Context: an optimization exercise on an open-source flow, tuned for small area. The choices shown serve that exercise and are no tape-out recipe. The RTL was checked by simulation tests, not by an equivalence proof against the original design. Power figures rest on the tool's default switching activity, not on a simulated workload.

## v40
## URATE
module URATE (
    input clk,
    input rst,
    input signed [15:0] in,
    output signed [15:0] out
);
export LEC_CHECK = 0
export CAP_MARGIN = 20
export CORE_MARGIN = 2
export CORE_UTILIZATION = 40
export CTS_BUF_LIST = sky130_fd_sc_hd__clkbuf_4 sky130_fd_sc_hd__clkbuf_8
export CTS_CLUSTER_SIZE = 30
export SLEW_MARGIN = 20
export SYNTH_HIERARCHICAL = 1
export SYNTH_MINIMUM_KEEP_SIZE = 0
create_clock -name core_clock -period 14.0 [get_ports {clk}]
standard.sh (not shown) runs the stock make flow with config.mk's settings and CLKGATE_MAP_FILE= SYNTH_SCRIPT=/design/flow/synth_recipe.tcl, a recipe that flattens the netlist after the stock synthesis.
==> flow/flow/run.sh <==
#!/bin/bash
# Own flow: the standard layout (standard.sh, unchanged synthesis), with two changes:
# port buffers use the smallest buffer cell, and clock tree synthesis inserts no dummy loads.
set -euo pipefail
bash standard.sh \
  'BUFFER_PORTS_ARGS=-buffer_cell sky130_fd_sc_hd__buf_1' \
  'CTS_ARGS=-sink_clustering_enable -repair_clock_nets -dont_use_dummy_load -buf_list {sky130_fd_sc_hd__clkbuf_8} -sink_clustering_size 10' \
  finish > standard_flow.log 2>&1
For v54, these inputs were changed with respect to v40:
==> flow/flow/run.sh <==
#!/bin/bash
# Own flow: the standard layout (standard.sh) with three changes:
#  - synthesis is the standard synthesis script with one difference: the ABC
#    technology-mapping step uses an area-oriented script (flow/abc_area.script)
#    instead of ORFS's speed script; registers, flattening and renaming are unchanged;
#  - port buffers use the smallest buffer cell;
#  - clock tree synthesis inserts no dummy loads.
set -euo pipefail
here=$PWD
# ORFS's synth.tcl with only the ABC script replaced
sed 's|^\(\s*\)log_cmd abc {\*}\$abc_args$|\1set abc_args [lreplace $abc_args 1 1 '"$here"'/flow/abc_area.script]\n\1log_cmd abc {*}$abc_args|' \
  "$FLOW_HOME/scripts/synth.tcl" > "$here/synth_area.tcl"
grep -q 'flow/abc_area.script' "$here/synth_area.tcl"
# The standard flow's synthesis wrapper, sourcing that copy
sed 's|source \$::env(SCRIPTS_DIR)/synth.tcl|source '"$here"'/synth_area.tcl|' synth_recipe.tcl > "$here/synth_own.tcl"
grep -q 'synth_area.tcl' "$here/synth_own.tcl"
bash standard.sh \
  "SYNTH_SCRIPT=$here/synth_own.tcl" \
  'BUFFER_PORTS_ARGS=-buffer_cell sky130_fd_sc_hd__buf_1' \
  'CTS_ARGS=-sink_clustering_enable -repair_clock_nets -dont_use_dummy_load -buf_list {sky130_fd_sc_hd__clkbuf_4 sky130_fd_sc_hd__clkbuf_8}' \
  finish > standard_flow.log 2>&1
==> flow/flow/abc_area.script (new file) <==
&get -n
&st
&dch -f
&nf -a -R 1000
&put
==> summary.txt <==
Vias: v54 fewer than v40. Diff v40 -> v54: number of DRC violations after detailed routing held steady, final hold slack dropped 0.0078 ns. Effective utilization at floorplan (lower): v40. Looking only at worst slack at placement, and setting everything else aside, the higher value of v40 and v54 goes to v40. Worst-case clock skew: v54 vs v40 down 0.0047 ns.
Relative to v54, the following input files were edited for v57:
==> flow/flow/run.sh <==
#!/bin/bash
# Own flow: the standard layout (standard.sh, unchanged synthesis), with two changes:
# port buffers use the smallest buffer cell, and clock tree synthesis inserts no dummy loads.
set -euo pipefail
bash standard.sh \
  'BUFFER_PORTS_ARGS=-buffer_cell sky130_fd_sc_hd__buf_1' \
  'CTS_ARGS=-sink_clustering_enable -repair_clock_nets -dont_use_dummy_load -buf_list {sky130_fd_sc_hd__clkbuf_4 sky130_fd_sc_hd__clkbuf_8}' \
  finish > standard_flow.log 2>&1
removed: flow/flow/abc_area.script
## What came out
- v57 has y dimension of the die above what v54 had.
- On fmax, v54 tracks v57 almost exactly.
- In the tables for v54 and v57, area added between synthesis and finish reads higher with v54.
- Final wirelength (higher): v54
- When v57 is set beside v54, its netlist area before placement turns out to be about 4.6% larger.
Inputs modified between v57 and v19:
diff --git a/flow/flow/run.sh b/flow/flow/run.sh
--- a/flow/flow/run.sh
+++ b/flow/flow/run.sh
@@ -6,3 +6,3 @@
   'BUFFER_PORTS_ARGS=-buffer_cell sky130_fd_sc_hd__buf_1' \
-  'CTS_ARGS=-sink_clustering_enable -repair_clock_nets -dont_use_dummy_load -buf_list {sky130_fd_sc_hd__clkbuf_4 sky130_fd_sc_hd__clkbuf_8}' \
+  'CTS_ARGS=-sink_clustering_enable -repair_clock_nets -dont_use_dummy_load -buf_list {sky130_fd_sc_hd__clkbuf_8 sky130_fd_sc_hd__clkbuf_16}' \
   finish > standard_flow.log 2>&1
Results
v19: part of the total power dissipated in combinational logic lower than v57. From v57 to v19, number of buffers other than clock buffers in the final layout did not move at all. v19 — critical path required time 0.03 ns lower, v57 as reference. Looking at v19 and v57, the register clock-pin slew on the reported worst setup and hold paths is a wash. Per the comparison of v19 with v57, reported net switching power now larger, total routing resource utilization after global routing comparable, net count of the finished layout comparable. Hold slack: v19 lower than v57. Between v19 and v57, post-layout instance area is lower for v57, v19 comes in above that. Compared with v57, v19 shows a worst-margin pin slew that is 0.012 ns higher. Diff v19..v57 | achievable frequency | negligible.

afterwards: timing with drivers on the ports:
In the flow no input, the clock included, has a driving cell. The finished layouts below were timed again as built, in two steps. Step 1 (the two cells are an assumption about what drives the block):
set clk [get_ports {clk}]
set_driving_cell -lib_cell sky130_fd_sc_hd__clkbuf_16 $clk
set_driving_cell -lib_cell sky130_fd_sc_hd__buf_2 [delete_from_list [all_inputs] $clk]
Step 2 times the ports against the registers' clock, not the clock port: input delays grow and output delays shrink by t, the midpoint of the rising clock arrivals with the driver on. a / b / c = ideal / step 1 / step 2; a / b = the first two.
run	t (ns)	setup slack, ns	worst hold slack (ns)	worst register clock-pin slew, ns	worst slew at a driven data input, ns
v40	0.496	1.706 / 1.706 / 1.706	0.486 / 0.486 / 0.486	0.12 / 0.12	0.05
v54	0.533	1.718 / 1.718 / 1.718	0.478 / 0.478 / 0.478	0.12 / 0.12	0.06
v57	0.496	1.706 / 1.706 / 1.706	0.486 / 0.486 / 0.486	0.12 / 0.12	0.05
v19	0.478	1.708 / 1.708 / 1.708	0.481 / 0.481 / 0.481	0.08 / 0.08	0.05
After both steps setup and hold are still met in every run listed.
